Background: an optimization exercise with open tools, aiming at small area. Do not read the settings as production practice. Function was checked by simulation only, so behaviour that the tests miss may differ from the original. The flow treats the clock pin as an ideal source. Dropping or thinning the clock tree relies on that and would not hold on a real chip. Power and IR drop assume default switching activity.

==> design/flow/design.v <==
`timescale  1ns/1ns
`default_nettype wire
module ch_nor4 (input a, input b, input c, input d, output y);
  assign y = ~(a | b | c | d);
endmodule
module ch_nand4 (input a, input b, input c, input d, output y);
  assign y = ~(a & b & c & d);
endmodule
module ch_nand4b (input an, input b, input c, input d, output y);
  assign y = ~(~an & b & c & d);
endmodule
module ch_nand4bb (input an, input bn, input c, input d, output y);
  assign y = ~(~an & ~bn & c & d);
endmodule
module ch_and4bb (input an, input bn, input c, input d, output y);
  assign y = ~an & ~bn & c & d;
endmodule
module ch_nand2 (input a, input b, output y);
  assign y = ~(a & b);
endmodule
module ch_mux4 (input [3:0] a, input [1:0] s, output y);
  assign y = a[s];
endmodule
module ch_mux2i (input a0, input a1, input s, output y);
  assign y = ~(s ? a1 : a0);
endmodule
module ch_hit #(parameter P = 16) (input [511:0] d, output g);
  localparam Q = P + 40;
  wire h1, h2, h3, l1;
  ch_nor4   u_h1 (.a(d[P+0]), .b(d[P+3]), .c(d[P+5]), .d(d[P+6]), .y(h1));
  ch_nor4   u_h2 (.a(d[P+7]), .b(d[Q+1]), .c(d[Q+2]), .d(d[Q+3]), .y(h2));
  ch_nor4   u_h3 (.a(d[Q+4]), .b(d[Q+5]), .c(d[Q+6]), .d(d[Q+7]), .y(h3));
  ch_nand4  u_l1 (.a(d[P+1]), .b(d[P+2]), .c(d[P+4]), .d(d[Q+0]), .y(l1));
  ch_nand4b u_g  (.an(l1), .b(h1), .c(h2), .d(h3), .y(g));
endmodule
module ch_port443 #(parameter P = 272) (input [511:0] d, output n);
  wire w1, w2, l1, l2;
  ch_nor4   u_w1 (.a(d[P+1]), .b(d[P+2]), .c(d[P+3]), .d(d[P+4]), .y(w1));
  ch_nor4   u_w2 (.a(d[P+5]), .b(d[P+6]), .c(d[P+7]), .d(d[P+10]), .y(w2));
  ch_nand4  u_l1 (.a(d[P+0]), .b(d[P+8]), .c(d[P+9]), .d(d[P+11]), .y(l1));
  ch_nand4b u_l2 (.an(d[P+14]), .b(d[P+12]), .c(d[P+13]), .d(d[P+15]), .y(l2));
  ch_nand4bb u_n (.an(l1), .bn(l2), .c(w1), .d(w2), .y(n));
endmodule
module parser_wrapper #(
  parameter C_BUS_DATA_WIDTH = 512                 ,
  parameter C_BUS_KEEP_WIDTH = (C_BUS_DATA_WIDTH/8)
) (
  input  wire                        CLK              ,
  input  wire                        RST_N            ,
  input  wire [C_BUS_DATA_WIDTH-1:0] IN_PACKET_TDATA  ,
  output wire                        IN_PACKET_TREADY ,
  input  wire                        IN_PACKET_TVALID ,
  input  wire                        IN_PACKET_TLAST  ,
  input  wire [C_BUS_KEEP_WIDTH-1:0] IN_PACKET_TKEEP  ,
  output wire [C_BUS_DATA_WIDTH-1:0] OUT_PACKET_TDATA ,
  input  wire                        OUT_PACKET_TREADY,
  output wire                        OUT_PACKET_TVALID,
  output wire                        OUT_PACKET_TLAST ,
  output wire [C_BUS_KEEP_WIDTH-1:0] OUT_PACKET_TKEEP ,
  output wire                        RULE_TDATA       ,
  output wire                        RULE_TVALID
);
  assign OUT_PACKET_TDATA  = IN_PACKET_TDATA;
  assign IN_PACKET_TREADY  = OUT_PACKET_TREADY;
  assign OUT_PACKET_TVALID = IN_PACKET_TVALID;
  assign OUT_PACKET_TLAST  = IN_PACKET_TLAST;
  assign OUT_PACKET_TKEEP  = IN_PACKET_TKEEP;
  wire [511:0] d = IN_PACKET_TDATA;
  wire take = IN_PACKET_TVALID & OUT_PACKET_TREADY;
  reg       first;       
  reg       second;      
  reg       candidate;
  reg [2:0] off;         
  reg       pend_valid, pend_rule;
  reg       rule_valid, rule;
  assign RULE_TDATA  = rule;
  assign RULE_TVALID = rule_valid;
  wire e1, e2, e3, e4, e5, le, n34, n36, p443, ne, is_cand;
  ch_nor4    u_e1 (.a(d[96]),  .b(d[97]),  .c(d[98]),  .d(d[100]), .y(e1));
  ch_nor4    u_e2 (.a(d[101]), .b(d[102]), .c(d[103]), .d(d[104]), .y(e2));
  ch_nor4    u_e3 (.a(d[105]), .b(d[106]), .c(d[107]), .d(d[108]), .y(e3));
  ch_nor4    u_e4 (.a(d[109]), .b(d[110]), .c(d[111]), .d(d[184]), .y(e4));
  ch_nor4    u_e5 (.a(d[187]), .b(d[188]), .c(d[189]), .d(d[190]), .y(e5));
  ch_nand4b  u_le (.an(d[191]), .b(d[99]), .c(d[185]), .d(d[186]), .y(le));
  ch_port443 #(.P(272)) u_p34 (.d(d), .n(n34));
  ch_port443 #(.P(288)) u_p36 (.d(d), .n(n36));
  ch_nand2   u_p  (.a(n34), .b(n36), .y(p443));
  ch_nand4   u_ne (.a(e1), .b(e2), .c(e3), .d(e4), .y(ne));
  ch_and4bb  u_c  (.an(ne), .bn(le), .c(e5), .d(p443), .y(is_cand));
  wire [7:0] g;
  genvar k;
  generate
    for (k = 0; k < 8; k = k + 1) begin : g_hit
      ch_hit #(.P(16+32*k)) u_hit (.d(d), .g(g[k]));
    end
  endgenerate
  wire m0, m1, hit;
  ch_mux4  u_m0 (.a(g[3:0]), .s(off[1:0]), .y(m0));
  ch_mux4  u_m1 (.a(g[7:4]), .s(off[1:0]), .y(m1));
  ch_mux2i u_m  (.a0(m0), .a1(m1), .s(off[2]), .y(hit));
  always @(posedge CLK or negedge RST_N) begin
    if (~RST_N) begin
      first      <= 1'b1;
      pend_valid <= 1'b0;
      rule_valid <= 1'b0;
    end else begin
      if (take)
        first <= IN_PACKET_TLAST;
      pend_valid <= take & (first ? IN_PACKET_TLAST : second);
      rule_valid <= pend_valid;
    end
  end
  always @(posedge CLK) begin
    if (take) begin
      second <= first & ~IN_PACKET_TLAST;
      if (first) begin
        candidate <= is_cand;
        off       <= d[372+:3];
      end
    end
    pend_rule <= ~first & candidate & hit;
    rule      <= pend_rule;
  end
endmodule
==> design/flow/flow/run.sh <==
#!/bin/bash
# The standard layout with three changes:
#  - ports are buffered with the smallest buffer (buffer_ports -buffer_cell);
#  - after the floorplan, combinational cells are swapped for the smallest
#    cell of their family (flow/downsize.tcl); later repair sizes up as needed;
#  - CTS builds one cluster of sinks with small clock buffers.
# Each step's output goes to a log of its own in this folder.
set -euo pipefail
export RESULTS=$PWD/orfs/results/$FLOW_PLATFORM/parser_wrapper/base
ARGS=(
  "PRE_IO_PLACEMENT_TCL=$PWD/flow/pins.tcl"
  "BUFFER_PORTS_ARGS=-buffer_cell sky130_fd_sc_hd__buf_1"
  "CTS_ARGS=-sink_clustering_enable -repair_clock_nets -buf_list sky130_fd_sc_hd__clkbuf_4 -sink_clustering_size 30 -sink_clustering_max_diameter 200 -dont_use_dummy_load"
)
bash standard.sh "${ARGS[@]}" floorplan > flow_floorplan.log 2>&1
openroad -no_init -exit flow/downsize.tcl > flow_downsize.log 2>&1
bash standard.sh "${ARGS[@]}" finish > flow_finish.log 2>&1
==> design/flow/flow/downsize.tcl <==
# Swap every combinational cell of the floorplan for the smallest cell of the
# same family (nor4_2 -> nor4_1, ...): synthesis sizes them for a load they
# do not have here, and later repair sizes up whatever needs it.
# Flip-flops and the cells the flow itself places are left alone.
set odb $::env(RESULTS)/2_floorplan.odb
read_db $odb
set db [ord::get_db]
set block [ord::get_db_block]
set smallest [dict create]
foreach lib [$db getLibs] {
  foreach m [$lib getMasters] {
    if {![regexp {^(sky130_fd_sc_hd__[a-z0-9]+)_[0-9]+$} [$m getName] -> base]} { continue }
    if {[$m getType] ne "CORE"} { continue }
    set a [expr {[$m getWidth] * [$m getHeight]}]
    if {![dict exists $smallest $base] || $a < [lindex [dict get $smallest $base] 1]} {
      dict set smallest $base [list $m $a]
    }
  }
}
set n 0
foreach inst [$block getInsts] {
  set m [$inst getMaster]
  if {![regexp {^(sky130_fd_sc_hd__[a-z0-9]+)_[0-9]+$} [$m getName] -> base]} { continue }
  if {[regexp {__(s?e?df|dl|dfb|sdf|edf|conb|tap|fill|decap|diode)} $base]} { continue }
  if {![dict exists $smallest $base]} { continue }
  lassign [dict get $smallest $base] best a
  if {$a < [$m getWidth] * [$m getHeight]} {
    puts "downsize [$inst getName]: [$m getName] -> [$best getName]"
    $inst swapMaster $best
    incr n
  }
}
puts "downsized $n cells"
write_db $odb
==> design/flow/flow/pins.tcl <==
# Put the ports that the logic uses (the data bits the filter reads, both
# their input and their output, the handshake, clock, reset and verdict) on
# the bottom edge, so that the logic sits close to them; the pure
# feed-through ports go anywhere else.
set bits {}
for {set k 0} {$k < 8} {incr k} {
  set p [expr {16 + 32 * $k}]
  for {set i 0} {$i < 8} {incr i} {
    lappend bits [expr {$p + $i}] [expr {$p + 40 + $i}]
  }
}
foreach {lo hi} {96 111 184 191 272 303 372 374} {
  for {set i $lo} {$i <= $hi} {incr i} { lappend bits $i }
}
set names {}
foreach b [lsort -integer -unique $bits] {
  lappend names "IN_PACKET_TDATA\[$b\]" "OUT_PACKET_TDATA\[$b\]"
}
lappend names CLK RST_N IN_PACKET_TVALID OUT_PACKET_TVALID IN_PACKET_TLAST \
  OUT_PACKET_TLAST OUT_PACKET_TREADY IN_PACKET_TREADY RULE_TDATA RULE_TVALID
puts "pins on the bottom edge: [llength $names]"
set_io_pin_constraint -pin_names $names -region bottom:*
==> design/flow/standard.sh <==
#!/bin/bash
# synth_recipe.tcl (not shown) runs the flow's synth.tcl, then flattens the netlist and writes it again
# the make line also repeats each setting of config.mk as NAME=value (left out here)
make -C /OpenROAD-flow-scripts/flow DESIGN_CONFIG=/design/flow/config.mk WORK_HOME=/design/flow/orfs CLKGATE_MAP_FILE= SYNTH_SCRIPT=/design/flow/synth_recipe.tcl "${@:-finish}"
==> design/flow/config.mk <==
export PLATFORM = sky130hd
export DESIGN_NAME = parser_wrapper
export DESIGN_NICKNAME = parser_wrapper
export VERILOG_FILES = /design/flow/design.v
export SDC_FILE = /design/flow/constraint.sdc
export NUM_CORES = 4
export LEC_CHECK = 0
export CAP_MARGIN = 20
export CORE_AREA = 5 5 435 435
export DIE_AREA = 0 0 440 440
export SLEW_MARGIN = 20
export SYNTH_HIERARCHICAL = 1
export SYNTH_MINIMUM_KEEP_SIZE = 0
==> design/flow/constraint.sdc <==
create_clock -name core_clock -period 5.0 [get_ports {CLK}]
set_input_delay 1.0000 -clock core_clock [delete_from_list [all_inputs] [get_ports {CLK}]]
set_output_delay 1.0000 -clock core_clock [all_outputs]
set_load 0.01 [all_outputs]
==> impl_metrics.yaml, run 1 <==
placed_design:
  io_buffers: 351
synth:
  synth-xor-area-share: 0
  synth.mux.area_fraction: 0.0150
  synthAdderAreaFrac: 0
  ys_warn_count: 7
  synthTopCellsByArea: "buf_4 81%, nor4_2 7.7%, edfxtp_1 2.8%"
  synth-seq-cells: 10
  syn_nets: 1241
  synth_top_family_by_area: "buffers and inverters"
  syn_area_um2: 5350
  ys_types: 19
  synth_seq_area_share: 0.0499
  netlist.area_leader.share: 0.813
  synth_compound_area_frac: 0
  syn_area_per_cell_um2: 8.10
  synth-simple-area-share: 0.121
  yosys.area.top_type: "buf_4"
  synth_cells: 660
run_status:
  tool.error: "[ERROR GPL-0305] RePlAce diverged during gradient descent calculation, resulting in an invalid step length (Inf or NaN). This is often caused by numerical instability ..."
  stop_stage: "global placement"
  outcome: "stopped before the end"
floorplan:
  start_util: 0.0291
  num_rows: 157
  io_pins: 1162
  chipHeight_um: 440
  die_w_um: 440
## per-module statistics from Yosys (local to each module, per instance), a selection
module,flops+latches,times used,cell area (um^2)
ch_nand4b,0,11,8.76
ch_mux2i,0,1,10.0
ch_nand2,0,1,3.75
ch_nand4,0,11,6.26
ch_nand4bb,0,2,11.3
ch_mux4,0,2,22.5
ch_and4bb,0,1,12.5
ch_nor4,0,33,12.5
parser_wrapper,10,1,4670
## synth_stat cells, drive strengths merged
master / number
and3: 1
and4bb: 1
buf: 579
dfrtp: 2
dfstp: 1
dfxtp: 2
edfxtp: 5
inv: 1
mux2: 1
mux2i: 2
mux4: 2
nand2: 3
nand4: 11
nand4b: 11
nand4bb: 2
nor2: 2
nor2b: 1
nor4: 33
## cell families after synthesis
| group | after synthesis |
|---|---|
| multiplexers | 5 |
| AND/OR/NAND/NOR | 65 |
| flip-flops | 10 |
| buffers and inverters | 580 |
==> inputs of run 2 (changes only) <==
--- a/design/flow/config.mk
+++ b/design/flow/config.mk
@@ -8,6 +8,7 @@
 export CAP_MARGIN = 20
 export CORE_AREA = 5 5 435 435
 export DIE_AREA = 0 0 440 440
+export PLACE_DENSITY = 0.4
 export SLEW_MARGIN = 20
 export SYNTH_HIERARCHICAL = 1
 export SYNTH_MINIMUM_KEEP_SIZE = 0
==> impl_metrics.yaml, run 2 <==
clock_network:
  path_clk_slew_ps: 100
  clockBufferDepth: 2
  cts_buffers: 3
  cts_hold_buf: 0
  h-tree-depth: 1
  cts.sinks: 10
  clk_latency_ps: 320
  cts_repair_resize_count: 0
  cts_tree: "yes"
  ctsRootBufferMaster: "clkbuf_4"
  post_cts_buffers: 0
synth:
  syn_nets: 1241
  synthAdderAreaFrac: 0
  synth_cells: 660
  netlist.area_leader.share: 0.813
  synth_common_cells: "579 x buf_4, 33 x nor4_2, 11 x nand4_1, 11 x nand4b_1, 5 x edfxtp_1"
  ys_types: 19
  syn_area_per_cell_um2: 8.10
  ys_warn_count: 7
  synth_edf_count: 5
  synthTopCellsByArea: "buf_4 81%, nor4_2 7.7%, edfxtp_1 2.8%"
  synth-xor-area-share: 0
  synth-simple-area-share: 0.121
  synth_top_family_by_area: "buffers and inverters"
  synthArstFlopShare: 0.300
  synth-seq-cells: 10
  synth_seq_area_share: 0.0499
  syn_area_um2: 5350
  yosysMostFrequentCell: "buf_4"
  yosys.area.top_type: "buf_4"
  synth.mux.area_fraction: 0.0150
  ys.flop_type: "edfxtp_1"
  synth_compound_area_frac: 0
cells_and_area:
  largest_reg_flops: 3
  largest_register: "off"
  diodes: 0
  instances_no_fill: 2899
  design_area_um2: 5210
  syn_to_final_growth_pct: -2.57
  final_common_cell: "buf_1"
  layout-drive-gt1-share: 0.0161
  final_cell_mix: "351 x buf_1, 33 x nor4_1, 11 x nand4b_1, 11 x nand4_1, 5 x edfxtp_1"
  final_nets: 1018
critical_path:
  critPathTopFamily: "buffers and inverters"
  critical_path_depth: 2
  worst-path-buf-inv: 2
  worstPathCellList: "buf_1 > buf_1"
  cp.arrival_ps: 1830
  cpMaxStageDelayCell: "buf_1"
  worstPathRequired_ps: 4000
  worstPathMaxFanout: 2
  critPathCaptureType: "output pin"
  worst_path_most_repeated_cell: "buf_1"
  critPathKind: "input pin to output pin"
  cp-start-kind: "input pin"
  slowest_delay_ps: 580
  reg2reg_depth: 4
global_routing:
  grt_pass1_wl_mm: 121
  grt_pass1_vias: 3171
  grt_util_all_layers: 0.112
  overflow: 0
  antenna_found_initial: 3
  grt_max_degree: 7
routing:
  vias_per_cell: 1.15
  ant_nets: 0
  drc_errors: 0
  drtPass1Iterations: 4
  postRouteWirelength_mm: 115
  wl_per_cell_um: 39.6
  vias: 3334
  drt_iter0_markers: 250
floorplan:
  dieArea_um2: 194000
  num_rows: 157
  start_util: 0.0291
  core-area_um2: 183000
  chipHeight_um: 440
  die_w_um: 440
  io_pins: 1162
min_path:
  hold_path_class: "flop to flop"
  hold_depth: 0
run_status:
  outcome: "complete, no violations"
pwr:
  pwr-share-comb: 0.604
  cellPowerDensity_nw_per_um2: 82.8
  ir_drop_uv: 50.4
  clkPwrFrac: 0.176
  p_sw_w: 0.000245
  seqPwrFrac: 0.220
  leakage_nw: 0.622
  switching_share: 0.568
  p_int_w: 0.000186
sta:
  period_needed_ps: 2830
  min_period_over_period: 0.565
  tightest_slew_ps: 805
  slew_headroom: 0.464
  finalHoldViolCount: 0
  fin_setup_tns_ps: 0
  clock_skew_ps: 11.9
  max_freq_mhz: 354
  slew_violations: 0
  setup_viol: 0
  rsz0062_at_grt: "false"
placed_design:
  dp.cells: 2896
  gp_congestion: 1.08
  post-dp-hpwl_mm: 112
  placed_area_um2: 5180
  io_buffers: 351
run:
  cap_violations: 0
## run 2: final timing paths
check                                    start                    to  slack [ps]
setup / recovery           IN_PACKET_TDATA[90]  OUT_PACKET_TDATA[90]        2170
hold / removal                      pend_valid            rule_valid         370
setup reg to reg                        off[0]             pend_rule        3720
hold reg to reg                     pend_valid            rule_valid         370
max in group asynchronous                RST_N                 first        4300
min in group asynchronous                RST_N            rule_valid         470
## run 2: cell type report
| class | count | area [um^2] |
|---|---|---|
| clock buffers | 3 | 22.5 |
| fillers | 22105 | 178000 |
| inverters | 1 | 3.75 |
| multi-input cells | 70 | 514 |
| flip-flops and latches | 10 | 267 |
| well taps | 2464 | 3080 |
| repair buffers | 351 | 1320 |
## run 2: kinds of logic (layout without fill, tap and decap cells)
family	count (synthesis)	count (layout)
simple gates	65	65
mux	5	5
flops	10	10
buf+inv	580	355
## run 2: stage by stage
stage / power (W) / utilization / hold slack (ps) / setup WS (ps)
3_5_place_dp: 0.000346 / 0.0283 / 349 / 2060
6_report: 0.000431 / 0.0284 / 372 / 2170
2_1_floorplan: 0.000589 / - / 310 / 2880
4_1_cts: 0.000425 / 0.0284 / 369 / 2280
3_3_place_gp: 0.000352 / 0.0283 / 346 / 1870
5_1_grt: 0.000444 / 0.0284 / 374 / 2230
## run 2: power by group through the flow
stage	clock network, W	logic (W)	registers (W)
final	0.0000758	0.000261	0.0000948
after detailed placement	0	0.000250	0.0000966
after floorplan	0	0.000494	0.0000957
after global routing	0.0000851	0.000264	0.0000955
after global placement	0	0.000255	0.0000965
after CTS	0.0000790	0.000251	0.0000949
## run 2: worst register-to-register path, stage by stage (launching register included)
cell and delay, ps:
edfxtp_1 410, mux4_2 520, mux2i_1 140, nand2_1 70, nor2_1 80
## run 2: metal layers
layer  GRT usage  vias up  share of wire
met5     0.00227        -        0.00041
met2       0.162      626           0.42
met3       0.220      152           0.41
met4      0.0325        4          0.036
li1            -     1095              -
met1      0.0450     1457           0.13
## run 2: modules after synthesis (local to each module, per instance), a selection
module	flops+latches	copies in the design
ch_nor4	0	33
ch_nand2	0	1
ch_nand4b	0	11
ch_and4bb	0	1
ch_mux2i	0	1
parser_wrapper	10	1
ch_nand4bb	0	2
ch_mux4	0	2
ch_nand4	0	11
==> inputs of run 3 (changes only) <==
--- a/design/flow/flow/run.sh
+++ b/design/flow/flow/run.sh
@@ -8,7 +8,6 @@
 set -euo pipefail
 export RESULTS=$PWD/orfs/results/$FLOW_PLATFORM/parser_wrapper/base
 ARGS=(
-  "PRE_IO_PLACEMENT_TCL=$PWD/flow/pins.tcl"
   "BUFFER_PORTS_ARGS=-buffer_cell sky130_fd_sc_hd__buf_1"
   "CTS_ARGS=-sink_clustering_enable -repair_clock_nets -buf_list sky130_fd_sc_hd__clkbuf_4 -sink_clustering_size 30 -sink_clustering_max_diameter 200 -dont_use_dummy_load"
 )
--- a/design/flow/config.mk
+++ b/design/flow/config.mk
@@ -8,7 +8,6 @@
 export CAP_MARGIN = 20
 export CORE_AREA = 5 5 435 435
 export DIE_AREA = 0 0 440 440
-export PLACE_DENSITY = 0.4
 export SLEW_MARGIN = 20
 export SYNTH_HIERARCHICAL = 1
 export SYNTH_MINIMUM_KEEP_SIZE = 0
removed: design/flow/flow/pins.tcl
==> impl_metrics.yaml, run 3 <==
run_status:
  outcome: "complete, no violations"
synth:
  syn_nets: 1241
  synth_common_cells: "579 x buf_4, 33 x nor4_2, 11 x nand4_1, 11 x nand4b_1, 5 x edfxtp_1"
  synth-xor-area-share: 0
  synth-seq-cells: 10
  synth_top_family_by_area: "buffers and inverters"
  synth.mux.area_fraction: 0.0150
  yosys.area.top_type: "buf_4"
  yosysMostFrequentCell: "buf_4"
  synthAdderAreaFrac: 0
  syn_area_um2: 5350
  synth-simple-area-share: 0.121
  synthTopCellsByArea: "buf_4 81%, nor4_2 7.7%, edfxtp_1 2.8%"
  synth_seq_area_share: 0.0499
  ys_types: 19
  ys_warn_count: 7
  synth_cells: 660
  synth_edf_count: 5
  synthArstFlopShare: 0.300
  synth_compound_area_frac: 0
  syn_area_per_cell_um2: 8.10
  ys.flop_type: "edfxtp_1"
  netlist.area_leader.share: 0.813
clock_network:
  h-tree-depth: 1
  clockBufferDepth: 2
  path_clk_slew_ps: 100
  cts.sinks: 10
  post_cts_buffers: 0
  cts_tree: "yes"
  cts_buffers: 3
  clk_latency_ps: 330
  ctsRootBufferMaster: "clkbuf_4"
  cts_hold_buf: 0
  cts_repair_resize_count: 0
sta:
  fin_setup_tns_ps: 0
  finalHoldViolCount: 0
  setup_viol: 0
  tightest_slew_ps: 960
  slew_violations: 0
  period_needed_ps: 2990
  clock_skew_ps: 7.77
  rsz0062_at_grt: "false"
  slew_headroom: 0.354
  max_freq_mhz: 335
  min_period_over_period: 0.597
critical_path:
  critPathKind: "input pin to output pin"
  worst_path_most_repeated_cell: "buf_1"
  worstPathMaxFanout: 3
  reg2reg_slack_ps: 3320
  worst-path-buf-inv: 2
  critPathTopFamily: "buffers and inverters"
  cp-start-kind: "input pin"
  worstPathRequired_ps: 4000
  r2r_end: "pend_rule"
  reg2reg_depth: 4
  critPathCaptureType: "output pin"
  cpMaxStageDelayCell: "buf_1"
  worstPathCellList: "buf_1 > buf_1"
  slowest_delay_ps: 630
  cp.arrival_ps: 1990
  r2r_start: "off[0]"
floorplan:
  num_rows: 157
  start_util: 0.0291
  chipHeight_um: 440
  io_pins: 1162
  dieArea_um2: 194000
  die_w_um: 440
  core-area_um2: 183000
routing:
  drtPass1Iterations: 5
  drc_errors: 0
  vias: 4638
  postRouteWirelength_mm: 195
  wl_per_cell_um: 67.0
  drt_iter0_markers: 581
  ant_nets: 0
  vias_per_cell: 1.59
cells_and_area:
  design_area_um2: 5270
  largest_register: "off"
  fin_util: 0.0287
  layout-drive-gt1-share: 0.0320
  final_common_cell: "buf_1"
  syn_to_final_growth_pct: -1.40
  largest_reg_flops: 3
  final_cell_mix: "351 x buf_1, 29 x nor4_1, 11 x nand4b_1, 11 x nand4_1, 5 x edfxtp_1"
  final_nets: 1021
global_routing:
  overflow: 0
  grt_pass1_wl_mm: 203
  grt_util_all_layers: 0.191
  grt_pass1_vias: 3791
  grt_max_degree: 6
  antenna_found_initial: 48
placed_design:
  post-dp-hpwl_mm: 190
  placed_area_um2: 5230
  io_buffers: 351
  gp_congestion: 1.00
pwr:
  leakage_nw: 0.640
  cellPowerDensity_nw_per_um2: 111
  ir_drop_uv: 59.1
min_path:
  hold_path_class: "flop to flop"
  holdCritStartpoint: "pend_rule"
  hold_depth: 0
  worstHoldEndpoint: "rule"
run:
  cap_violations: 0
run 3: cell counts after synthesis:
Identical to the previous run, type by type.
run 3: worst max-delay path by stage:
stage	from	end	slack [ps]	cells after the start
floorplan	OUT_PACKET_TREADY	IN_PACKET_TREADY	2880	1
global placement	IN_PACKET_TDATA[221]	pend_rule	1270	7
detailed placement	IN_PACKET_TDATA[249]	pend_rule	1800	7
CTS	IN_PACKET_TDATA[184]	OUT_PACKET_TDATA[184]	1950	2
global route	IN_PACKET_TDATA[184]	OUT_PACKET_TDATA[184]	1940	2
finish	IN_PACKET_TDATA[184]	OUT_PACKET_TDATA[184]	2010	2
run 3: power by group:
group	leakage, nW	switching, W	internal, W	total (W)
registers	0.0995	0.00000766	0.0000918	0.0000994
clock network	0.0138	0.0000508	0.0000283	0.0000792
logic	0.527	0.000337	0.0000672	0.000404
total	0.640	0.000395	0.000187	0.000583
run 3: modules after synthesis, one instance, submodules excluded, a selection:
module	cells inside	cell area, um^2
parser_wrapper	598	4670
ch_mux4	1	22.5
ch_and4bb	1	12.5
ch_nor4	1	12.5
ch_nand4bb	1	11.3
ch_mux2i	1	10.0
ch_nand4b	1	8.76
ch_nand4	1	6.26
ch_nand2	1	3.75
run 3: kinds of logic after synthesis:
group | count (synthesis)
flip-flops | 10
multiplexers | 5
AND/OR/NAND/NOR | 65
buffers and inverters | 580
run 3: layout make-up:
cell class / count / area [um^2]
fillers: 22107 / 178000
repair buffers: 354 / 1340
inverters: 1 / 3.75
diodes: 6 / 15.0
multi-input cells: 70 / 539
flip-flops and latches: 10 / 267
well taps: 2464 / 3080
clock buffers: 3 / 22.5
run 3: through the flow:
step	setup WS, ps	hold WS (ps)	total power, W	cells
2_1_floorplan	2880	310	0.000589	660
3_3_place_gp	1270	345	0.000498	2897
3_5_place_dp	1800	343	0.000500	2899
4_1_cts	1950	381	0.000589	2902
5_1_grt	1940	382	0.000608	2903
6_report	2010	374	0.000583	2908
run 3: per-layer routing:
metal	routed length, um	GRT usage	part of all wire	vias up
met1	25300	0.0727	0.13	1817
met3	79100	0.372	0.41	140
met5	664	0.0232	0.0034	-
li1	-	-	-	1109
met2	86900	0.302	0.45	1556
met4	2870	0.0211	0.015	16
==> inputs of run 4 (changes only) <==
--- a/design/flow/design.v
+++ b/design/flow/design.v
@@ -24,13 +24,36 @@
 module ch_mux2i (input a0, input a1, input s, output y);
   assign y = ~(s ? a1 : a0);
 endmodule
-module ch_hit #(parameter P = 16) (input [511:0] d, output g);
+module ch_nor2 (input a, input b, output y);
+  assign y = ~(a | b);
+endmodule
+module ch_nor3 (input a, input b, input c, output y);
+  assign y = ~(a | b | c);
+endmodule
+module ch_and3 (input a, input b, input c, output y);
+  assign y = a & b & c;
+endmodule
+module ch_mux2 (input a0, input a1, input s, output y);
+  assign y = s ? a1 : a0;
+endmodule
+module ch_a21oi (input a1, input a2, input b1, output y);
+  assign y = ~((a1 & a2) | b1);
+endmodule
+module ch_hit #(parameter P = 16, parameter X = 0) (input [511:0] d, input hx, output g);
   localparam Q = P + 40;
   wire h1, h2, h3, l1;
-  ch_nor4   u_h1 (.a(d[P+0]), .b(d[P+3]), .c(d[P+5]), .d(d[P+6]), .y(h1));
-  ch_nor4   u_h2 (.a(d[P+7]), .b(d[Q+1]), .c(d[Q+2]), .d(d[Q+3]), .y(h2));
-  ch_nor4   u_h3 (.a(d[Q+4]), .b(d[Q+5]), .c(d[Q+6]), .d(d[Q+7]), .y(h3));
   ch_nand4  u_l1 (.a(d[P+1]), .b(d[P+2]), .c(d[P+4]), .d(d[Q+0]), .y(l1));
+  generate
+    if (X) begin : g_x
+      ch_nor4 u_h1 (.a(d[P+0]), .b(d[P+3]), .c(d[P+5]), .d(d[P+6]), .y(h1));
+      ch_nor4 u_h2 (.a(d[P+7]), .b(d[Q+1]), .c(d[Q+2]), .d(d[Q+7]), .y(h2));
+      assign h3 = hx;
+    end else begin : g_n
+      ch_nor4 u_h1 (.a(d[P+0]), .b(d[P+3]), .c(d[P+5]), .d(d[P+6]), .y(h1));
+      ch_nor4 u_h2 (.a(d[P+7]), .b(d[Q+1]), .c(d[Q+2]), .d(d[Q+3]), .y(h2));
+      ch_nor4 u_h3 (.a(d[Q+4]), .b(d[Q+5]), .c(d[Q+6]), .d(d[Q+7]), .y(h3));
+    end
+  endgenerate
   ch_nand4b u_g  (.an(l1), .b(h1), .c(h2), .d(h3), .y(g));
 endmodule
 module ch_port443 #(parameter P = 272) (input [511:0] d, output n);
@@ -66,16 +89,14 @@
   assign OUT_PACKET_TLAST  = IN_PACKET_TLAST;
   assign OUT_PACKET_TKEEP  = IN_PACKET_TKEEP;
   wire [511:0] d = IN_PACKET_TDATA;
-  wire take = IN_PACKET_TVALID & OUT_PACKET_TREADY;
-  reg       first;       
-  reg       second;      
-  reg       candidate;
+  wire         L = IN_PACKET_TLAST;
+  reg       s1, s0;
   reg [2:0] off;         
   reg       pend_valid, pend_rule;
   reg       rule_valid, rule;
   assign RULE_TDATA  = rule;
   assign RULE_TVALID = rule_valid;
-  wire e1, e2, e3, e4, e5, le, n34, n36, p443, ne, is_cand;
+  wire e1, e2, e3, e4, e5, le, n34, n36, p443, ne, not_cand;
   ch_nor4    u_e1 (.a(d[96]),  .b(d[97]),  .c(d[98]),  .d(d[100]), .y(e1));
   ch_nor4    u_e2 (.a(d[101]), .b(d[102]), .c(d[103]), .d(d[104]), .y(e2));
   ch_nor4    u_e3 (.a(d[105]), .b(d[106]), .c(d[107]), .d(d[108]), .y(e3));
@@ -86,39 +107,46 @@
   ch_port443 #(.P(288)) u_p36 (.d(d), .n(n36));
   ch_nand2   u_p  (.a(n34), .b(n36), .y(p443));
   ch_nand4   u_ne (.a(e1), .b(e2), .c(e3), .d(e4), .y(ne));
-  ch_and4bb  u_c  (.an(ne), .bn(le), .c(e5), .d(p443), .y(is_cand));
+  ch_nand4bb u_c  (.an(ne), .bn(le), .c(e5), .d(p443), .y(not_cand));
   wire [7:0] g;
   genvar k;
   generate
     for (k = 0; k < 8; k = k + 1) begin : g_hit
-      ch_hit #(.P(16+32*k)) u_hit (.d(d), .g(g[k]));
+      ch_hit #(.P(16+32*k), .X(k == 4)) u_hit (.d(d), .hx(e5), .g(g[k]));
     end
   endgenerate
   wire m0, m1, hit;
   ch_mux4  u_m0 (.a(g[3:0]), .s(off[1:0]), .y(m0));
   ch_mux4  u_m1 (.a(g[7:4]), .s(off[1:0]), .y(m1));
   ch_mux2i u_m  (.a0(m0), .a1(m1), .s(off[2]), .y(hit));
+  wire nt, first, s1_d, s0_d, s1_n, s0_n, ld, npv, pv_d, pr_d;
+  ch_nand2  u_nt  (.a(IN_PACKET_TVALID), .b(OUT_PACKET_TREADY), .y(nt));
+  ch_nor2   u_f   (.a(s1), .b(s0), .y(first));
+  ch_nor3   u_s1d (.a(L), .b(s1), .c(s0), .y(s1_d));           
+  ch_a21oi  u_s0d (.a1(first), .a2(not_cand), .b1(L), .y(s0_d));  
+  ch_mux2   u_s1n (.a0(s1_d), .a1(s1), .s(nt), .y(s1_n));
+  ch_mux2   u_s0n (.a0(s0_d), .a1(s0), .s(nt), .y(s0_n));
+  ch_nor3   u_ld  (.a(nt), .b(s1), .c(s0), .y(ld));             
+  ch_a21oi  u_npv (.a1(first), .a2(L), .b1(s1), .y(npv));
+  ch_nor2   u_pv  (.a(nt), .b(npv), .y(pv_d));
+  ch_and3   u_pr  (.a(s1), .b(s0), .c(hit), .y(pr_d));
   always @(posedge CLK or negedge RST_N) begin
     if (~RST_N) begin
-      first      <= 1'b1;
+      s1         <= 1'b0;
+      s0         <= 1'b0;
       pend_valid <= 1'b0;
       rule_valid <= 1'b0;
     end else begin
-      if (take)
-        first <= IN_PACKET_TLAST;
-      pend_valid <= take & (first ? IN_PACKET_TLAST : second);
+      s1         <= s1_n;
+      s0         <= s0_n;
+      pend_valid <= pv_d;
       rule_valid <= pend_valid;
     end
   end
   always @(posedge CLK) begin
-    if (take) begin
-      second <= first & ~IN_PACKET_TLAST;
-      if (first) begin
-        candidate <= is_cand;
-        off       <= d[372+:3];
-      end
-    end
-    pend_rule <= ~first & candidate & hit;
+    if (ld)
+      off <= d[372+:3];
+    pend_rule <= pr_d;
     rule      <= pend_rule;
   end
 endmodule
--- a/design/flow/flow/run.sh
+++ b/design/flow/flow/run.sh
@@ -3,11 +3,14 @@
 #  - ports are buffered with the smallest buffer (buffer_ports -buffer_cell);
 #  - after the floorplan, combinational cells are swapped for the smallest
 #    cell of their family (flow/downsize.tcl); later repair sizes up as needed;
-#  - CTS builds one cluster of sinks with small clock buffers.
+#  - the clock tree is one clkbuf_4 (flow/cts_post.tcl);
+#  - the ports the logic uses are on one edge (flow/pins.tcl).
 # Each step's output goes to a log of its own in this folder.
 set -euo pipefail
 export RESULTS=$PWD/orfs/results/$FLOW_PLATFORM/parser_wrapper/base
 ARGS=(
+  "POST_CTS_TCL=$PWD/flow/cts_post.tcl"
+  "PRE_IO_PLACEMENT_TCL=$PWD/flow/pins.tcl"
   "BUFFER_PORTS_ARGS=-buffer_cell sky130_fd_sc_hd__buf_1"
   "CTS_ARGS=-sink_clustering_enable -repair_clock_nets -buf_list sky130_fd_sc_hd__clkbuf_4 -sink_clustering_size 30 -sink_clustering_max_diameter 200 -dont_use_dummy_load"
 )
==> design/flow/flow/cts_post.tcl (new file) <==
# After CTS: the design has ten flip-flops, so let the root clock buffer drive
# them all and remove the leaf buffers (and any dummy load) below it. The
# clock port still drives only the root buffer, and every flip-flop sees the
# same single buffer.
set block [ord::get_db_block]
set root [$block findInst clkbuf_0_CLK]
set rootnet [[$root findITerm X] getNet]
foreach it [$rootnet getITerms] {
  set inst [$it getInst]
  if {$inst eq $root} { continue }
  set m [[$inst getMaster] getName]
  if {![string match "sky130_fd_sc_hd__clk*" $m]} { continue }
  set out [$inst findITerm Y]
  if {$out eq "NULL"} { set out [$inst findITerm X] }
  set leafnet [$out getNet]
  if {$leafnet ne "NULL"} {
    foreach sink [$leafnet getITerms] {
      if {[$sink getInst] eq $inst} { continue }
      $sink disconnect
      $sink connect $rootnet
    }
  }
  puts "cts_post: removing [$inst getName] ($m)"
  odb::dbInst_destroy $inst
  if {$leafnet ne "NULL"} { odb::dbNet_destroy $leafnet }
}
if {[info exists ::env(CTS_ROOT_BUF)]} {
  $root swapMaster [[ord::get_db] findMaster $::env(CTS_ROOT_BUF)]
}
puts "cts_post: [$root getName] drives [llength [$rootnet getITerms]] pins"
detailed_placement
check_placement -verbose
estimate_parasitics -placement
report_clock_skew
report_checks -path_delay min
==> design/flow/flow/pins.tcl (new file) <==
# Put the ports that the logic uses (the data bits the filter reads, both
# their input and their output, the handshake, clock, reset and verdict) on
# the bottom edge, so that the logic sits close to them; the pure
# feed-through ports go anywhere else.
set bits {}
for {set k 0} {$k < 8} {incr k} {
  set p [expr {16 + 32 * $k}]
  for {set i 0} {$i < 8} {incr i} {
    lappend bits [expr {$p + $i}] [expr {$p + 40 + $i}]
  }
}
foreach {lo hi} {96 111 184 191 272 303 372 374} {
  for {set i $lo} {$i <= $hi} {incr i} { lappend bits $i }
}
set names {}
foreach b [lsort -integer -unique $bits] {
  lappend names "IN_PACKET_TDATA\[$b\]" "OUT_PACKET_TDATA\[$b\]"
}
lappend names CLK RST_N IN_PACKET_TVALID OUT_PACKET_TVALID IN_PACKET_TLAST \
  OUT_PACKET_TLAST OUT_PACKET_TREADY IN_PACKET_TREADY RULE_TDATA RULE_TVALID
puts "pins on the bottom edge: [llength $names]"
set_io_pin_constraint -pin_names $names -region bottom:*
--- a/design/flow/config.mk
+++ b/design/flow/config.mk
@@ -8,6 +8,7 @@
 export CAP_MARGIN = 20
 export CORE_AREA = 5 5 435 435
 export DIE_AREA = 0 0 440 440
+export PLACE_DENSITY = 0.4
 export SLEW_MARGIN = 20
 export SYNTH_HIERARCHICAL = 1
 export SYNTH_MINIMUM_KEEP_SIZE = 0
==> impl_metrics.yaml, run 4 <==
synth:
  synth_common_cells: "579 x buf_4, 32 x nor4_2, 11 x nand4_1, 11 x nand4b_1, 4 x dfrtp_1"
  syn_area_per_cell_um2: 8.07
  synth_cells: 659
  synth_compound_area_frac: 0.00329
  synthTopCellsByArea: "buf_4 82%, nor4_2 7.5%, dfrtp_1 1.9%"
  synth_edf_count: 3
  syn_nets: 1240
  synth-seq-cells: 9
  synth_top_family_by_area: "buffers and inverters"
  synth-simple-area-share: 0.120
  synthArstFlopShare: 0.444
  netlist.area_leader.share: 0.817
  syn_area_um2: 5320
  yosys.area.top_type: "buf_4"
  yosysMostFrequentCell: "buf_4"
  ys.flop_type: "dfrtp_1"
  synth.mux.area_fraction: 0.0160
  synth-xor-area-share: 0
  ys_warn_count: 7
  synth_seq_area_share: 0.0433
  synthAdderAreaFrac: 0
  ys_types: 16
floorplan:
  dieArea_um2: 194000
  chipHeight_um: 440
  num_rows: 157
  die_w_um: 440
  core-area_um2: 183000
  io_pins: 1162
  start_util: 0.0290
sta:
  fin_setup_tns_ps: 0
  period_needed_ps: 2850
  min_period_over_period: 0.569
  fin_ws_ps: 2150
  rsz0062_at_grt: "false"
  setup_viol: 0
  max_freq_mhz: 351
  slew_violations: 0
  slew_headroom: 0.419
  tightest_slew_ps: 875
  clock_skew_ps: 0.797
  finalHoldViolCount: 0
cells_and_area:
  instances_no_fill: 2903
  final_cell_mix: "351 x buf_1, 32 x nor4_1, 11 x nand4b_1, 11 x nand4_1, 4 x dfrtp_1"
  final_nets: 1015
  final.fill_count: 22194
  layout-drive-gt1-share: 0.00694
  largest_reg_flops: 3
  syn_to_final_growth_pct: -2.75
  largest_register: "off"
  final_common_cell: "buf_1"
  design_area_um2: 5170
global_routing:
  grt_pass1_vias: 3275
  grt_max_degree: 10
  antenna_found_initial: 5
  overflow: 0
  grt_util_all_layers: 0.134
  grt_pass1_wl_mm: 144
routing:
  drtPass1Iterations: 5
  vias: 3372
  drc_errors: 0
  wl_per_cell_um: 47.3
  ant_nets: 0
  vias_per_cell: 1.16
  postRouteWirelength_mm: 137
  drt_iter0_markers: 291
critical_path:
  worstPathRequired_ps: 4000
  worst_path_most_repeated_cell: "buf_1"
  critPathCaptureType: "output pin"
  cpMaxStageDelayCell: "buf_1"
  cp.arrival_ps: 1850
  critPathKind: "input pin to output pin"
  worstPathCellList: "buf_1 > buf_1"
  critPathTopFamily: "buffers and inverters"
  cp-start-kind: "input pin"
  slowest_delay_ps: 680
  worstPathMaxFanout: 2
  worst-path-buf-inv: 2
placed_design:
  placed_area_um2: 5150
  dp_slack_ps: 2080
  gp_congestion: 0.932
  dp.cells: 2895
  io_buffers: 351
  post-dp-hpwl_mm: 135
pwr:
  cellPowerDensity_nw_per_um2: 82.9
  total_power_w: 0.000429
  ir_drop_uv: 46.4
  leakage_nw: 0.603
clock_network:
  clk_latency_ps: 160
  path_clk_slew_ps: 100
  cts.sinks: 9
min_path:
  hold_path_class: "flop to flop"
run:
  cap_violations: 0
run_status:
  outcome: "complete, no violations"
-- run 4: cell count changes in the layout (fill, tap and decap cells not counted), moves of 2 or more --
| cell | change |
|---|---|
| clkbuf_4 | -2 |
| nor4_1 | +3 |
| a21oi_1 | +2 |
| dfrtp_1 | +2 |
| nor3_1 | +2 |
| edfxtp_1 | -2 |
| nor4_2 | -4 |
| buf_4 | -3 |
-- run 4: area by class of cell --
class / count / area (um^2) / share of cell area
Antenna cell: 7 / 17.5 / 0.00339
Clock buffer: 1 / 7.51 / 0.00145
Multi-Input combinational cell: 71 / 518 / 0.100
Sequential cell: 9 / 230 / 0.0445
Tap cell: 2464 / 3080 / 0.596
Timing Repair Buffer: 351 / 1320 / 0.255
-- run 4: per-layer routing --
layer	routed length, um	vias to the layer above	track usage
li1	-	1096	-
met1	17300	1471	0.0508
met2	64400	659	0.223
met3	52000	144	0.240
met4	3610	2	0.0294
met5	66	-	0.00252
-- run 4: final timing paths --
path | from | endpoint | slack [ps] | depth (start not counted)
min reg2reg | pend_valid | rule_valid | 360 | 0
min in group asynchronous | RST_N | pend_valid | 760 | 1
max reg2reg | off[0] | pend_rule | 3650 | 3
min | pend_valid | rule_valid | 360 | 0
max in group asynchronous | RST_N | s0 | 3920 | 1
max | IN_PACKET_TDATA[94] | OUT_PACKET_TDATA[94] | 2150 | 2
-- run 4: report_power, final --
group	leakage [nW]	switching (W)	internal, W
clock network	0.00465	0.0000189	0.00000959
registers	0.0964	0.0000149	0.0000870
logic	0.502	0.000226	0.0000722
-- run 4: stage by stage --
stage	utilization	hold slack [ps]
global placement	0.0281	343
finish	0.0282	364
global route	0.0281	370
detailed placement	0.0281	352
floorplan	-	310
-- run 4: cells by family (layout without fill, tap and decap cells) --
| family | count (synthesis) | after routing |
|---|---|---|
| buffers and inverters | 579 | 352 |
| muxes | 5 | 5 |
| and+or+nand+nor | 64 | 64 |
| AOI/OAI and AO/OA | 2 | 2 |
| DFF | 9 | 9 |
| other | 0 | 7 |
-- run 4: Yosys stat by module, one instance, submodules excluded, a selection --
module          flops+latches  cell area, um^2
ch_a21oi                    0             8.76
ch_and3                     0             6.26
ch_mux2                     0             15.0
ch_mux2i                    0             10.0
ch_mux4                     0             22.5
ch_nand2                    0             3.75
ch_nand4                    0             6.26
ch_nand4b                   0             8.76
ch_nand4bb                  0             11.3
ch_nor2                     0             3.75
ch_nor3                     0             10.0
ch_nor4                     0             12.5
parser_wrapper              9             4580
==> inputs of run 5 (changes only) <==
--- a/design/flow/flow/run.sh
+++ b/design/flow/flow/run.sh
@@ -1,5 +1,5 @@
 #!/bin/bash
-# The standard layout with three changes:
+# The standard layout with these changes:
 #  - ports are buffered with the smallest buffer (buffer_ports -buffer_cell);
 #  - after the floorplan, combinational cells are swapped for the smallest
 #    cell of their family (flow/downsize.tcl); later repair sizes up as needed;
==> impl_metrics.yaml, run 5 <==
run_status:
  outcome: "complete, no violations"
critical_path:
  cp-start-kind: "input pin"
  reg2reg_depth: 3
  r2r_start: "off[0]"
  worst-path-buf-inv: 2
  reg2reg_slack_ps: 3650
  worstPathRequired_ps: 4000
  cp-endpoint: "OUT_PACKET_TDATA[94]"
  critPathCaptureType: "output pin"
  cp.arrival_ps: 1850
  critical_path_depth: 2
  critPathKind: "input pin to output pin"
  slowest_delay_ps: 680
  worstPathMaxFanout: 2
  crit_start: "IN_PACKET_TDATA[94]"
  worstPathCellList: "buf_1 > buf_1"
  r2r_end: "pend_rule"
  critPathTopFamily: "buffers and inverters"
  cpMaxStageDelayCell: "buf_1"
  worst_path_most_repeated_cell: "buf_1"
synth:
  ys_warn_count: 7
  synthArstFlopShare: 0.444
  syn_area_per_cell_um2: 8.07
  synth_cells: 659
  syn_area_um2: 5320
  yosysMostFrequentCell: "buf_4"
  yosys.area.top_type: "buf_4"
  netlist.area_leader.share: 0.817
  synth_edf_count: 3
  ys.flop_type: "dfrtp_1"
  synth_common_cells: "579 x buf_4, 32 x nor4_2, 11 x nand4_1, 11 x nand4b_1, 4 x dfrtp_1"
  ys_types: 16
  synth_seq_area_share: 0.0433
  synthTopCellsByArea: "buf_4 82%, nor4_2 7.5%, dfrtp_1 1.9%"
  synth-seq-cells: 9
  syn_nets: 1240
clock_network:
  cts.sinks: 9
  path_clk_slew_ps: 100
  clk_latency_ps: 160
pwr:
  clkPwrFrac: 0.066
  cellPowerDensity_nw_per_um2: 82.9
  p_int_w: 0.000169
  leakage_nw: 0.603
  switching_share: 0.606
  seqPwrFrac: 0.238
  ir_drop_uv: 46.4
  pwr-share-comb: 0.696
  p_sw_w: 0.000260
routing:
  wl_per_cell_um: 47.3
  drt_iter0_markers: 291
  postRouteWirelength_mm: 137
  ant_nets: 0
  drtPass1Iterations: 5
  vias_per_cell: 1.16
  drc_errors: 0
  vias: 3372
floorplan:
  num_rows: 157
  chipHeight_um: 440
  core-area_um2: 183000
  io_pins: 1162
  die_w_um: 440
  dieArea_um2: 194000
  start_util: 0.0290
sta:
  max_freq_mhz: 351
  slew_headroom: 0.419
  tightest_slew_ps: 875
  period_needed_ps: 2850
  finalHoldViolCount: 0
  min_period_over_period: 0.569
  fin_setup_tns_ps: 0
  fin_ws_ps: 2150
  slew_violations: 0
  rsz0062_at_grt: "false"
  setup_viol: 0
  clock_skew_ps: 0.797
cells_and_area:
  syn_to_final_growth_pct: -2.75
  final_common_cell: "buf_1"
  final_nets: 1015
  multiInputGateArea_um2: 518
  final-seq-area_um2: 230
  final_cell_mix: "351 x buf_1, 32 x nor4_1, 11 x nand4b_1, 11 x nand4_1, 4 x dfrtp_1"
  layout-drive-gt1-share: 0.00694
  final.fill_count: 22194
  largest_reg_flops: 3
  largest_register: "off"
global_routing:
  grt_pass1_vias: 3275
  overflow: 0
  antenna_found_initial: 5
  grt_pass1_wl_mm: 144
  grt_max_degree: 10
  grt_util_all_layers: 0.134
min_path:
  hold_path_class: "flop to flop"
  holdCritStartpoint: "pend_valid"
run:
  cap_violations: 0
placed_design:
  post-dp-hpwl_mm: 135
  gp_congestion: 0.932
  io_buffers: 351
  dp_slack_ps: 2080
-- run 5: routing by layer --
metal,vias up,share of wire,global-route usage
met5,-,0.00048,0.00252
met4,2,0.026,0.0294
met3,144,0.38,0.240
met2,659,0.47,0.223
met1,1471,0.13,0.0508
li1,1096,-,-
-- run 5: kinds of logic (layout without fill, tap and decap cells) --
group	count (synthesis)	count (layout)	synth area share
buffers and inverters	579	352	0.817
AO/OA/AOI/OAI	2	2	0.00329
flip-flops	9	9	0.0433
AND/OR/NAND/NOR	64	64	0.120
multiplexers	5	5	0.0160
other	0	7	0
-- run 5: layout make-up --
class                   count  area share
clock buffers               1     0.00145
flip-flops and latches      9      0.0445
well taps                2464       0.596
diodes                      7     0.00339
repair buffers            351       0.255
multi-input cells          71       0.100
-- run 5: modules after synthesis, one instance, submodules excluded, a selection --
module | cells inside | flops+latches | times used | cell area (um^2)
ch_nand4bb | 1 | 0 | 3 | 11.3
ch_mux4 | 1 | 0 | 2 | 22.5
ch_mux2i | 1 | 0 | 1 | 10.0
parser_wrapper | 588 | 9 | 1 | 4580
ch_nand4 | 1 | 0 | 11 | 6.26
ch_mux2 | 1 | 0 | 2 | 15.0
ch_nor2 | 1 | 0 | 2 | 3.75
ch_nor3 | 1 | 0 | 2 | 10.0
ch_nand2 | 1 | 0 | 2 | 3.75
ch_and3 | 1 | 0 | 1 | 6.26
ch_nand4b | 1 | 0 | 11 | 8.76
ch_nor4 | 1 | 0 | 32 | 12.5
ch_a21oi | 1 | 0 | 2 | 8.76
-- run 5: worst min-delay path by stage --
stage / slack, ps / to / depth (start not counted)
3_5_place_dp: 350 / rule_valid / 0
2_1_floorplan: 310 / rule / 0
6_report: 360 / rule_valid / 0
3_3_place_gp: 340 / rule_valid / 0
5_1_grt: 370 / rule_valid / 0
-- run 5: power groups by stage --
stage	sequential, W	clock (W)	combinational [W]
after floorplan	0.0000991	0	0.000511
after global placement	0.000103	0	0.000307
after detailed placement	0.000102	0	0.000297
after global routing	0.000102	0.0000313	0.000307
final	0.000102	0.0000284	0.000298
-- run 5: through the flow --
stage	total power, W	cells	area [um^2]	util	hold WS (ps)
2_1_floorplan	0.000610	659	5320	-	310
3_3_place_gp	0.000410	2895	5150	0.0281	343
3_5_place_dp	0.000399	2895	5150	0.0281	352
5_1_grt	0.000441	2897	5160	0.0281	370
6_report	0.000429	2903	5170	0.0282	364

-- what the ideal ports hide --
The flow's constraints put no driver on any port. The routed layouts listed below were extracted and timed again, unchanged, in two steps. Step 1, drivers: a clkbuf_16 drives CLK and a buf_2 each remaining input, both assumed. Step 2 also shifts input and output timing later by t, the mid clock arrival at the registers, as if the neighbouring blocks saw the same clock. Three values: ideal ports, drivers, drivers and shift; two values: the first two.
run	t, ns	slack for setup (ns)	worst setup path at the end
run 2	0.355	2.173 / 2.131 / 2.008	input to register
run 3	0.383	2.014 / 1.984 / 1.713	input to register
run 4	0.196	2.154 / 2.125 / 2.026	input to register
run 5	0.196	2.154 / 2.125 / 2.026	input to register
After both steps every run listed still meets setup and hold. The setup slack of run 3, which loses most, moves by -0.030 ns with the drivers and by -0.301 ns with both steps.
